What follows belongs to an exercise in optimizing a design on an open flow for small area, a short achievable clock period and few clock cycles; a production flow would make more cautious choices.
RTL that was checked went through simulation tests only; none was proved equivalent to the original.
Power is estimated from default activity; no workload was simulated.

==> inputs of 05-03 <==
==> flow/design.v <==
`timescale 1ns/10ps
module maze_router (
reset		,
start		,
clk         ,
address     ,
data_in     ,
data_out    ,
cs          ,
we          ,
D);
input        reset;
input        start;
input        clk;
input  [7:0] data_in;
output       cs;
output       we;
output [7:0] data_out;
output [7:0] address;
output       D;
reg       cs, we, D;
reg [7:0] address;
reg       do_a, do_b;                
assign data_out = {do_a, do_a, do_a, do_b, do_a, do_a, do_a, do_b};
localparam [1:0] ST_FREE = 2'b00, ST_BLK = 2'b01, ST_R0 = 2'b10;
localparam [3:0] S_IDLE  = 4'd0,
                 S_SCAN  = 4'd1,    
                 S_DRAIN = 4'd2,    
                 S_BFS   = 4'd3,    
                 S_TRACE = 4'd4,    
                 S_CLR   = 4'd5,    
                 S_SRC2  = 4'd6,    
                 S_GO2   = 4'd7,    
                 S_FIN   = 4'd8,    
                 S_DONE  = 4'd9;
reg [3:0] state;
reg       net2;
reg [7:0] s1a, t1a, s2a, t2a;       
reg [7:0] wv;                        
reg [3:0] sw;                        
reg       drain;
reg       pS1, pT2;                  
reg       pm;                        
reg [7:0] cur;                       
reg [5:0] cmask;                     
reg [2:0] dir;                       
reg [7:0] naddr;                     
reg [7:0] laddr;                     
reg [2:0] ldir;
reg       lval;                      
reg       ls1, ls0;                  
reg [7:0] a1;
reg       v1;
wire [255:0] st1, st0;
reg  [7:0] dx, dy;                   
reg  [3:0] dz;                       
reg        g1, g0;
reg        bfs_en, clr;
genvar n;
generate
for (n = 0; n < 256; n = n + 1) begin : g_cell
	wire nbr = ((n % 8) != 0 ? st1[(n % 8) != 0 ? n - 1 : n] : 1'b0)
	         | ((n % 8) != 7 ? st1[(n % 8) != 7 ? n + 1 : n] : 1'b0)
	         | (((n / 8) % 8) != 0 ? st1[((n / 8) % 8) != 0 ? n - 8 : n] : 1'b0)
	         | (((n / 8) % 8) != 7 ? st1[((n / 8) % 8) != 7 ? n + 8 : n] : 1'b0)
	         | ((n / 64) != 0 ? st1[(n / 64) != 0 ? n - 64 : n] : 1'b0)
	         | ((n / 64) != 3 ? st1[(n / 64) != 3 ? n + 64 : n] : 1'b0);
	if (n >= 128 && n < 132) begin : g_pin
		assign st1[n] = 1'b0;
		assign st0[n] = 1'b1;
	end else begin : g_map
		reg  q1, q0;
		wire sel = dx[n % 8] & dy[(n / 8) % 8] & dz[n / 64];
		wire en  = sel | (clr & q1) | (bfs_en & nbr & ~q1 & ~q0);
		always @(posedge clk)
			if (en) begin
				q1 <= g1;
				q0 <= g0;
			end
		assign st1[n] = q1;
		assign st0[n] = q0;
	end
end
endgenerate
function [5:0] validdirs;
	input [7:0] c;
	validdirs = {c[7:6] != 2'd3, c[7:6] != 2'd0,
	             c[5:3] != 3'd7, c[5:3] != 3'd0,
	             c[2:0] != 3'd7, c[2:0] != 3'd0};
endfunction
function [2:0] firstdir;
	input [5:0] m;
	firstdir = m[0] ? 3'd0 : m[1] ? 3'd1 : m[2] ? 3'd2 :
	           m[3] ? 3'd3 : m[4] ? 3'd4 : m[5] ? 3'd5 : 3'd6;
endfunction
function [5:0] after;
	input [2:0] d;
	case (d)
		3'd0: after = 6'b111110;
		3'd1: after = 6'b111100;
		3'd2: after = 6'b111000;
		3'd3: after = 6'b110000;
		3'd4: after = 6'b100000;
		default: after = 6'b000000;
	endcase
endfunction
function [7:0] nb;
	input [7:0] c;
	input [2:0] d;
	reg [2:0] xm, xp, ym, yp;
	reg [1:0] zm, zp;
	begin
		xm = {c[2] ^ ~(c[1] | c[0]), c[1] ~^ c[0], ~c[0]};
		xp = {c[2] ^ (c[1] & c[0]), c[1] ^ c[0], ~c[0]};
		ym = {c[5] ^ ~(c[4] | c[3]), c[4] ~^ c[3], ~c[3]};
		yp = {c[5] ^ (c[4] & c[3]), c[4] ^ c[3], ~c[3]};
		zm = {c[7] ~^ c[6], ~c[6]};
		zp = {c[7] ^ c[6], ~c[6]};
		case (d)
			3'd0: nb = {c[7:3], xm};
			3'd1: nb = {c[7:3], xp};
			3'd2: nb = {c[7:6], ym, c[2:0]};
			3'd3: nb = {c[7:6], yp, c[2:0]};
			3'd4: nb = {zm, c[5:0]};
			default: nb = {zp, c[5:0]};
		endcase
	end
endfunction
function [5:0] backdir;
	input [2:0] d;
	case (d)
		3'd0: backdir = 6'b000010;
		3'd1: backdir = 6'b000001;
		3'd2: backdir = 6'b001000;
		3'd3: backdir = 6'b000100;
		3'd4: backdir = 6'b100000;
		default: backdir = 6'b010000;
	endcase
endfunction
wire       found  = (state == S_TRACE) && lval && ls1 && (ls0 == wv[1]);
wire [5:0] fmask  = validdirs(laddr) & ~backdir(ldir);
wire [2:0] fdir   = firstdir(fmask);
wire [7:0] fnaddr = nb(laddr, fdir);
wire [5:0] nmask  = cmask & after(dir);
wire [2:0] ndir   = firstdir(nmask);
wire [7:0] nnaddr = nb(cur, ndir);
wire [2:0] tdir   = firstdir(validdirs(cur));
reg [7:0] swa;
always @* begin
	case (sw[2:0])
		3'd0: swa = 8'd128;
		3'd1: swa = 8'd129;
		3'd2: swa = 8'd130;
		3'd3: swa = 8'd131;
		3'd4: swa = s1a;
		3'd5: swa = t1a;
		3'd6: swa = s2a;
		default: swa = t2a;
	endcase
end
wire sw_go = drain && !sw[3] && !found;
reg       nw_en;
reg [7:0] nw_addr;
reg [1:0] nw_val;
reg       n_bfs, n_clr;
always @(posedge clk) begin
	a1 <= address;
	v1 <= (state == S_SCAN);
	pm    <= 1'b0;
	ls1   <= st1[naddr];
	ls0   <= st0[naddr];
	laddr <= naddr;
	ldir  <= dir;
	lval  <= 1'b0;
	nw_en   = 1'b0;
	nw_addr = laddr;
	nw_val  = ST_BLK;
	n_bfs   = 1'b0;
	n_clr   = 1'b0;
	address <= swa;
	do_a    <= (sw[2] == 1'b0);
	do_b    <= (sw[2] == 1'b0) || (sw[1] == 1'b1);
	D       <= 1'b0;
	begin
		cs <= 1'b0;
		we <= 1'b0;
		if (v1) begin
			nw_en   = 1'b1;
			nw_addr = a1;
			if (a1[7:2] == 6'b100000)           nw_val = ST_BLK;
			else if (a1 == s1a)                 nw_val = ST_R0;
			else if (a1 == t1a)                 nw_val = ST_FREE;
			else if (a1 == s2a || a1 == t2a)    nw_val = ST_BLK;
			else if (data_in == 8'hEE)          nw_val = ST_FREE;
			else                                nw_val = ST_BLK;
			if (a1 == 8'd128) s1a <= data_in;
			if (a1 == 8'd129) t1a <= data_in;
			if (a1 == 8'd130) s2a <= data_in;
			if (a1 == 8'd131) t2a <= data_in;
		end
		if (sw_go) begin
			cs      <= 1'b1;
			we      <= 1'b1;
			sw      <= sw + 4'd1;
		end
		case (state)
			S_IDLE: begin
				net2  <= 1'b0;
				drain <= 1'b0;
				sw    <= 4'd0;
				if (start) begin
					state   <= S_SCAN;
					cs      <= 1'b1;
					address <= 8'd128;
				end
			end
			S_SCAN: begin
				cs      <= 1'b1;
				address <= address + 8'd1;
				if (address == 8'd127) begin
					cs    <= 1'b0;
					state <= S_DRAIN;
				end
			end
			S_DRAIN: begin
				drain <= 1'b1;
				cur   <= t1a;
				naddr <= t1a;
				if (!v1) begin
					state <= S_BFS;
					n_bfs = 1'b1;
					wv    <= 8'd1;
				end
			end
			S_BFS: begin
				wv    <= wv + 8'd1;
				naddr <= nb(cur, tdir);
				dir   <= tdir;
				cmask <= validdirs(cur);
				if (ls1 && wv != 8'd1) begin
					wv <= wv - 8'd3;      
					if (!net2) begin
						nw_en   = 1'b1;
						nw_addr = t1a;
						nw_val  = ST_BLK;
						pS1 <= 1'b1;
						pT2 <= 1'b1;
					end
					if (wv == 8'd3) state <= net2 ? S_FIN : S_CLR;
					else            state <= S_TRACE;
				end else if (wv == 8'd255) begin
					state <= S_FIN;
				end else begin
					n_bfs = 1'b1;
					naddr <= cur;
				end
			end
			S_TRACE: begin
				if (pm) begin
					nw_en   = 1'b1;
					nw_addr = cur;
					nw_val  = ST_BLK;
				end else if (pS1) begin
					nw_en   = 1'b1;
					nw_addr = s1a;
					nw_val  = ST_BLK;
					pS1 <= 1'b0;
				end else if (pT2) begin
					nw_en   = 1'b1;
					nw_addr = t2a;
					nw_val  = ST_FREE;
					pT2 <= 1'b0;
				end
				if (found) begin
					cs      <= 1'b1;
					we      <= 1'b1;
					address <= laddr;
					do_a    <= 1'b0;
					do_b    <= net2;
					pm      <= 1'b1;
					cur     <= laddr;
					cmask   <= fmask;
					naddr   <= fnaddr;
					dir     <= fdir;
					lval    <= 1'b0;
					wv      <= wv - 8'd1;
					if (wv == 8'd1) state <= net2 ? S_FIN : S_CLR;
				end else begin
					lval  <= (dir != 3'd6);
					naddr <= nnaddr;
					dir   <= ndir;
				end
			end
			S_CLR: begin
				if (pm) begin
					nw_en   = 1'b1;
					nw_addr = cur;
					nw_val  = ST_BLK;
				end else if (pS1) begin
					nw_en   = 1'b1;
					nw_addr = s1a;
					nw_val  = ST_BLK;
					pS1 <= 1'b0;
				end else if (pT2) begin
					nw_en   = 1'b1;
					nw_addr = t2a;
					nw_val  = ST_FREE;
					pT2 <= 1'b0;
				end else begin
					n_clr = 1'b1;
					state <= S_SRC2;
				end
			end
			S_SRC2: begin
				nw_en   = 1'b1;
				nw_addr = s2a;
				nw_val  = ST_R0;
				net2  <= 1'b1;
				cur   <= t2a;
				naddr <= t2a;
				wv    <= 8'd1;
				state <= S_GO2;
			end
			S_GO2: begin
				n_bfs = 1'b1;
				state <= S_BFS;
			end
			S_FIN: begin
				if (sw[3]) begin
					D     <= 1'b1;
					state <= S_DONE;
				end
			end
			S_DONE: begin
				D <= 1'b1;
			end
			default: state <= S_IDLE;
		endcase
	end
	bfs_en <= n_bfs;
	clr    <= n_clr;
	dx     <= 8'd1 << nw_addr[2:0];
	dy     <= 8'd1 << nw_addr[5:3];
	dz     <= nw_en ? (4'd1 << nw_addr[7:6]) : 4'd0;
	if (n_bfs)      {g1, g0} <= {1'b1, state == S_BFS ? wv[1] ^ wv[0] : 1'b0};
	else if (n_clr) {g1, g0} <= ST_FREE;
	else            {g1, g0} <= nw_val;
	if (reset) begin
		state  <= S_IDLE;
		D      <= 1'b0;
		cs     <= 1'b0;
		we     <= 1'b0;
		drain  <= 1'b0;
		v1     <= 1'b0;
		bfs_en <= 1'b0;
		clr    <= 1'b0;
	end
end
endmodule
==> flow/flow/run.sh <==
#!/bin/bash
# Standard layout, except that the port buffers are buf_4 cells instead of
# the library's smallest (delay) buffer.
set -euo pipefail
export BUFFER_PORTS_ARGS="-buffer_cell sky130_fd_sc_hd__buf_4"
bash standard.sh > standard_flow.log 2>&1
==> flow/standard.sh <==
#!/bin/bash
# synth_recipe.tcl (not shown) runs the flow's synth.tcl, then flattens the netlist and writes it again
# the make line also repeats each setting of config.mk as NAME=value (left out here)
make -C /OpenROAD-flow-scripts/flow DESIGN_CONFIG=/design/flow/config.mk WORK_HOME=/design/flow/orfs CLKGATE_MAP_FILE= SYNTH_SCRIPT=/design/flow/synth_recipe.tcl "${@:-finish}"
==> flow/config.mk <==
export PLATFORM = sky130hd
export DESIGN_NAME = maze_router
export DESIGN_NICKNAME = maze_router
export VERILOG_FILES = /design/flow/design.v
export SDC_FILE = /design/flow/constraint.sdc
export NUM_CORES = 4
export LEC_CHECK = 0
export CAP_MARGIN = 20
export CORE_MARGIN = 2
export CORE_UTILIZATION = 40
export CTS_BUF_LIST = sky130_fd_sc_hd__clkbuf_8
export CTS_CLUSTER_SIZE = 30
export PLACE_DENSITY = 0.6
export SETUP_SLACK_MARGIN = 3.95
export SLEW_MARGIN = 20
==> flow/constraint.sdc <==
create_clock -name core_clock -period 6.5 [get_ports {clk}]
set_input_delay 1.3000 -clock core_clock [delete_from_list [all_inputs] [get_ports {clk}]]
set_output_delay 1.3000 -clock core_clock [all_outputs]
set_load 0.01 [all_outputs]
==> 09-20 (differences from 05-03) <==
--- a/flow/design.v
+++ b/flow/design.v
@@ -42,3 +42,2 @@
 reg       pS1, pT2;                  
-reg       pm;                        
 reg [7:0] cur;                       
@@ -53,3 +52,3 @@
 reg       v1;
-wire [255:0] st1, st0;
+reg [255:0] st1, st0;
 reg  [7:0] dx, dy;                   
@@ -67,17 +66,9 @@
 	         | ((n / 64) != 3 ? st1[(n / 64) != 3 ? n + 64 : n] : 1'b0);
-	if (n >= 128 && n < 132) begin : g_pin
-		assign st1[n] = 1'b0;
-		assign st0[n] = 1'b1;
-	end else begin : g_map
-		reg  q1, q0;
-		wire sel = dx[n % 8] & dy[(n / 8) % 8] & dz[n / 64];
-		wire en  = sel | (clr & q1) | (bfs_en & nbr & ~q1 & ~q0);
-		always @(posedge clk)
-			if (en) begin
-				q1 <= g1;
-				q0 <= g0;
-			end
-		assign st1[n] = q1;
-		assign st0[n] = q0;
-	end
+	wire sel = dx[n % 8] & dy[(n / 8) % 8] & dz[n / 64];
+	wire en  = sel | (clr & st1[n]) | (bfs_en & nbr & ~st1[n] & ~st0[n]);
+	always @(posedge clk)
+		if (en) begin
+			st1[n] <= g1;
+			st0[n] <= g0;
+		end
 end
@@ -109,20 +100,10 @@
 	input [2:0] d;
-	reg [2:0] xm, xp, ym, yp;
-	reg [1:0] zm, zp;
-	begin
-		xm = {c[2] ^ ~(c[1] | c[0]), c[1] ~^ c[0], ~c[0]};
-		xp = {c[2] ^ (c[1] & c[0]), c[1] ^ c[0], ~c[0]};
-		ym = {c[5] ^ ~(c[4] | c[3]), c[4] ~^ c[3], ~c[3]};
-		yp = {c[5] ^ (c[4] & c[3]), c[4] ^ c[3], ~c[3]};
-		zm = {c[7] ~^ c[6], ~c[6]};
-		zp = {c[7] ^ c[6], ~c[6]};
-		case (d)
-			3'd0: nb = {c[7:3], xm};
-			3'd1: nb = {c[7:3], xp};
-			3'd2: nb = {c[7:6], ym, c[2:0]};
-			3'd3: nb = {c[7:6], yp, c[2:0]};
-			3'd4: nb = {zm, c[5:0]};
-			default: nb = {zp, c[5:0]};
-		endcase
-	end
+	case (d)
+		3'd0: nb = {c[7:3], c[2:0] - 3'd1};
+		3'd1: nb = {c[7:3], c[2:0] + 3'd1};
+		3'd2: nb = {c[7:6], c[5:3] - 3'd1, c[2:0]};
+		3'd3: nb = {c[7:6], c[5:3] + 3'd1, c[2:0]};
+		3'd4: nb = {c[7:6] - 2'd1, c[5:0]};
+		default: nb = {c[7:6] + 2'd1, c[5:0]};
+	endcase
 endfunction
@@ -168,3 +149,2 @@
 	v1 <= (state == S_SCAN);
-	pm    <= 1'b0;
 	ls1   <= st1[naddr];
@@ -258,17 +238,2 @@
 			S_TRACE: begin
-				if (pm) begin
-					nw_en   = 1'b1;
-					nw_addr = cur;
-					nw_val  = ST_BLK;
-				end else if (pS1) begin
-					nw_en   = 1'b1;
-					nw_addr = s1a;
-					nw_val  = ST_BLK;
-					pS1 <= 1'b0;
-				end else if (pT2) begin
-					nw_en   = 1'b1;
-					nw_addr = t2a;
-					nw_val  = ST_FREE;
-					pT2 <= 1'b0;
-				end
 				if (found) begin
@@ -279,3 +244,5 @@
 					do_b    <= net2;
-					pm      <= 1'b1;
+					nw_en   = 1'b1;
+					nw_addr = laddr;
+					nw_val  = ST_BLK;
 					cur     <= laddr;
@@ -288,2 +255,13 @@
 				end else begin
+					if (pS1) begin
+						nw_en   = 1'b1;
+						nw_addr = s1a;
+						nw_val  = ST_BLK;
+						pS1 <= 1'b0;
+					end else if (pT2) begin
+						nw_en   = 1'b1;
+						nw_addr = t2a;
+						nw_val  = ST_FREE;
+						pT2 <= 1'b0;
+					end
 					lval  <= (dir != 3'd6);
@@ -294,7 +272,3 @@
 			S_CLR: begin
-				if (pm) begin
-					nw_en   = 1'b1;
-					nw_addr = cur;
-					nw_val  = ST_BLK;
-				end else if (pS1) begin
+				if (pS1) begin
 					nw_en   = 1'b1;
--- a/flow/config.mk
+++ b/flow/config.mk
@@ -10,6 +10,4 @@
 export CORE_UTILIZATION = 40
-export CTS_BUF_LIST = sky130_fd_sc_hd__clkbuf_8
-export CTS_CLUSTER_SIZE = 30
 export PLACE_DENSITY = 0.6
-export SETUP_SLACK_MARGIN = 3.95
+export SETUP_SLACK_MARGIN = 3.8
 export SLEW_MARGIN = 20
==> 08-28 (differences from 05-03) <==
--- a/flow/design.v
+++ b/flow/design.v
@@ -50,3 +50,5 @@
 reg       lval;                      
-reg       ls1, ls0;                  
+reg [3:0] lq1, lq0;                  
+wire      ls1 = lq1[laddr[7:6]];     
+wire      ls0 = lq0[laddr[7:6]];
 reg [7:0] a1;
@@ -167,6 +169,6 @@
 	a1 <= address;
-	v1 <= (state == S_SCAN);
+	v1 <= (state == S_SCAN) || (state == S_IDLE && start);
 	pm    <= 1'b0;
-	ls1   <= st1[naddr];
-	ls0   <= st0[naddr];
+	lq1   <= {st1[{2'd3, naddr[5:0]}], st1[{2'd2, naddr[5:0]}], st1[{2'd1, naddr[5:0]}], st1[{2'd0, naddr[5:0]}]};
+	lq0   <= {st0[{2'd3, naddr[5:0]}], st0[{2'd2, naddr[5:0]}], st0[{2'd1, naddr[5:0]}], st0[{2'd0, naddr[5:0]}]};
 	laddr <= naddr;
@@ -207,9 +209,10 @@
 			S_IDLE: begin
-				net2  <= 1'b0;
-				drain <= 1'b0;
-				sw    <= 4'd0;
+				net2    <= 1'b0;
+				drain   <= 1'b0;
+				sw      <= 4'd0;
+				cs      <= 1'b1;
+				address <= 8'd128;
 				if (start) begin
 					state   <= S_SCAN;
-					cs      <= 1'b1;
-					address <= 8'd128;
+					address <= 8'd129;
 				end
@@ -348,6 +351,7 @@
 	if (reset) begin
-		state  <= S_IDLE;
-		D      <= 1'b0;
-		cs     <= 1'b0;
-		we     <= 1'b0;
+		state   <= S_IDLE;
+		D       <= 1'b0;
+		cs      <= 1'b1;              
+		we      <= 1'b0;
+		address <= 8'd128;
 		drain  <= 1'b0;
--- a/flow/config.mk
+++ b/flow/config.mk
@@ -9,7 +9,8 @@
 export CORE_MARGIN = 2
-export CORE_UTILIZATION = 40
-export CTS_BUF_LIST = sky130_fd_sc_hd__clkbuf_8
-export CTS_CLUSTER_SIZE = 30
-export PLACE_DENSITY = 0.6
-export SETUP_SLACK_MARGIN = 3.95
+export CORE_UTILIZATION = 50
+export CTS_BUF_LIST = sky130_fd_sc_hd__clkbuf_16
+export CTS_CLUSTER_DIAMETER = 110
+export CTS_CLUSTER_SIZE = 24
+export PLACE_DENSITY = 0.65
+export SETUP_SLACK_MARGIN = 4.05
 export SLEW_MARGIN = 20
==> 09-02 (differences from 05-03) <==
--- a/flow/design.v
+++ b/flow/design.v
@@ -50,3 +50,5 @@
 reg       lval;                      
-reg       ls1, ls0;                  
+reg [3:0] lq1, lq0;                  
+wire      ls1 = lq1[laddr[7:6]];     
+wire      ls0 = lq0[laddr[7:6]];
 reg [7:0] a1;
@@ -167,6 +169,6 @@
 	a1 <= address;
-	v1 <= (state == S_SCAN);
+	v1 <= (state == S_SCAN) || (state == S_IDLE && start);
 	pm    <= 1'b0;
-	ls1   <= st1[naddr];
-	ls0   <= st0[naddr];
+	lq1   <= {st1[{2'd3, naddr[5:0]}], st1[{2'd2, naddr[5:0]}], st1[{2'd1, naddr[5:0]}], st1[{2'd0, naddr[5:0]}]};
+	lq0   <= {st0[{2'd3, naddr[5:0]}], st0[{2'd2, naddr[5:0]}], st0[{2'd1, naddr[5:0]}], st0[{2'd0, naddr[5:0]}]};
 	laddr <= naddr;
@@ -207,9 +209,10 @@
 			S_IDLE: begin
-				net2  <= 1'b0;
-				drain <= 1'b0;
-				sw    <= 4'd0;
+				net2    <= 1'b0;
+				drain   <= 1'b0;
+				sw      <= 4'd0;
+				cs      <= 1'b1;
+				address <= 8'd128;
 				if (start) begin
 					state   <= S_SCAN;
-					cs      <= 1'b1;
-					address <= 8'd128;
+					address <= 8'd129;
 				end
@@ -348,6 +351,7 @@
 	if (reset) begin
-		state  <= S_IDLE;
-		D      <= 1'b0;
-		cs     <= 1'b0;
-		we     <= 1'b0;
+		state   <= S_IDLE;
+		D       <= 1'b0;
+		cs      <= 1'b1;              
+		we      <= 1'b0;
+		address <= 8'd128;
 		drain  <= 1'b0;
--- a/flow/config.mk
+++ b/flow/config.mk
@@ -9,6 +9,7 @@
 export CORE_MARGIN = 2
-export CORE_UTILIZATION = 40
-export CTS_BUF_LIST = sky130_fd_sc_hd__clkbuf_8
-export CTS_CLUSTER_SIZE = 30
-export PLACE_DENSITY = 0.6
+export CORE_UTILIZATION = 50
+export CTS_BUF_LIST = sky130_fd_sc_hd__clkbuf_16
+export CTS_CLUSTER_DIAMETER = 110
+export CTS_CLUSTER_SIZE = 24
+export PLACE_DENSITY = 0.65
 export SETUP_SLACK_MARGIN = 3.95
==> summary.txt <==
# TYPE chip_impl_metric gauge
chip_impl_info{name="outcome",value="no timing/DRC/antenna violations"} 1
chip_impl_metric{name="cts_htree_levels",unit=""} 1
chip_impl_metric{name="yosysSeqAreaShare",unit="%"} 53.3
chip_impl_metric{name="postLayoutCoreUtil",unit="%"} 53.4
chip_impl_metric{name="synth-compound-area-share",unit="%"} 14.9
chip_impl_metric{name="postSynthAreaPerCell",unit="um^2"} 12.0
That was 09-02.
==> summary.txt <==
# TYPE chip_impl_metric gauge
chip_impl_metric{name="path_depth",unit=""} 8
chip_impl_metric{name="number_of_buffers_added_by_the_clock_tree_synthesis_step",unit=""} 110
chip_impl_metric{name="postLayoutCoreUtil",unit="%"} 45.2
chip_impl_info{name="outcome",value="no timing/DRC/antenna violations"} 1
chip_impl_metric{name="slew_headroom",unit="%"} 24.0
chip_impl_metric{name="synth-compound-area-share",unit="%"} 16.6
chip_impl_metric{name="cts_htree_levels",unit=""} 3
chip_impl_metric{name="postSynthAreaPerCell",unit="um^2"} 11.5
That was 05-03.
==> summary.txt <==
# TYPE chip_impl_metric gauge
chip_impl_info{name="outcome",value="no timing/DRC/antenna violations"} 1
chip_impl_metric{name="dp_hpwl",unit="mm"} 78.9
chip_impl_metric{name="count_of_final_hold_check_violations",unit=""} 0
chip_impl_info{name="path_delay_family",value="flip-flops"} 1
chip_impl_metric{name="yosysSeqAreaShare",unit="%"} 53.3
chip_impl_info{name="worstSetupEndpointType",value="output port"} 1
chip_impl_metric{name="postSynthAreaPerCell",unit="um^2"} 12.0
chip_impl_info{name="mostFrequentLayoutCells",value="edfxtp_1 (571), nor4_1 (274), nor2_1 (201), nand2_1 (181), mux4_2 (158)"} 1
chip_impl_metric{name="number_of_buffers_added_by_the_clock_tree_synthesis_step",unit=""} 31
chip_impl_metric{name="synth-compound-area-share",unit="%"} 14.9
chip_impl_metric{name="rr_worst_depth",unit=""} 10
chip_impl_metric{name="cts_htree_levels",unit=""} 1
chip_impl_metric{name="clock_tree_area_fraction",unit="%"} 2.42
That was 08-28.
==> summary.txt <==
# TYPE chip_impl_metric gauge
chip_impl_metric{name="worstMarginPinSlew",unit="ns"} 1.23
chip_impl_metric{name="cts_htree_levels",unit=""} 3
chip_impl_metric{name="ir_drop",unit="V"} 0.000317
chip_impl_metric{name="synthesis.nets",unit=""} 3241
chip_impl_metric{name="global_route.usage.total",unit="%"} 28.0
chip_impl_metric{name="chipWidth",unit="um"} 303
chip_impl_metric{name="yosysSeqAreaShare",unit="%"} 52.6
chip_impl_info{name="outcome",value="no timing/DRC/antenna violations"} 1
chip_impl_metric{name="seq_share",unit="%"} 47.5
chip_impl_metric{name="report.power.total",unit="mW"} 13.9
chip_impl_metric{name="number_of_buffers_added_by_the_clock_tree_synthesis_step",unit=""} 73
chip_impl_metric{name="synth-compound-area-share",unit="%"} 16.7
That was 09-20.
Testbench counts of 08-28, summed over its fixed seeds: cycles 25,589.
Testbench counts of 09-02, summed over its fixed seeds: cycles 25,589.
The RTL of 05-03 and 09-20 was laid out without a check of its function.

==> what the ideal ports hide <==
The results above use ideal ports. As a check the final layouts listed here were re-extracted and re-timed, cells and wires unchanged.
Step 1 assumes that a clkbuf_16 drives the clock port and a buf_2 every other input.
Step 2 times the ports against the registers' clock, not the clock port: input delays grow and output delays shrink by t, the midpoint of the rising clock arrivals with the driver on.
Slacks: ideal ports / drivers / drivers and shift; pairs: ideal ports / drivers.
| run | shift t [ns] | setup slack, ns | latest minus earliest clock arrival (ns) | worst slew at a driven data input, ns | pins driven straight from the clock port |
|---|---|---|---|---|---|
| 05-03 | 0.836 | 3.744 / 3.744 / 3.669 | 0.102 / 0.102 | 0.06 | 1 |
| 09-20 | 0.686 | 3.798 / 3.798 / 3.677 | 0.036 / 0.036 | 0.04 | 1 |
| 08-28 | 0.717 | 3.971 / 3.903 / 3.795 | 0.046 / 0.046 | 0.04 | 1 |
| 09-02 | 0.713 | 3.973 / 3.917 / 3.831 | 0.024 / 0.024 | 0.05 | 1 |
After both steps every run listed still meets setup and hold. For 08-28, which loses most, drivers alone change the setup slack by -0.068 ns; drivers and shift together by -0.176 ns.
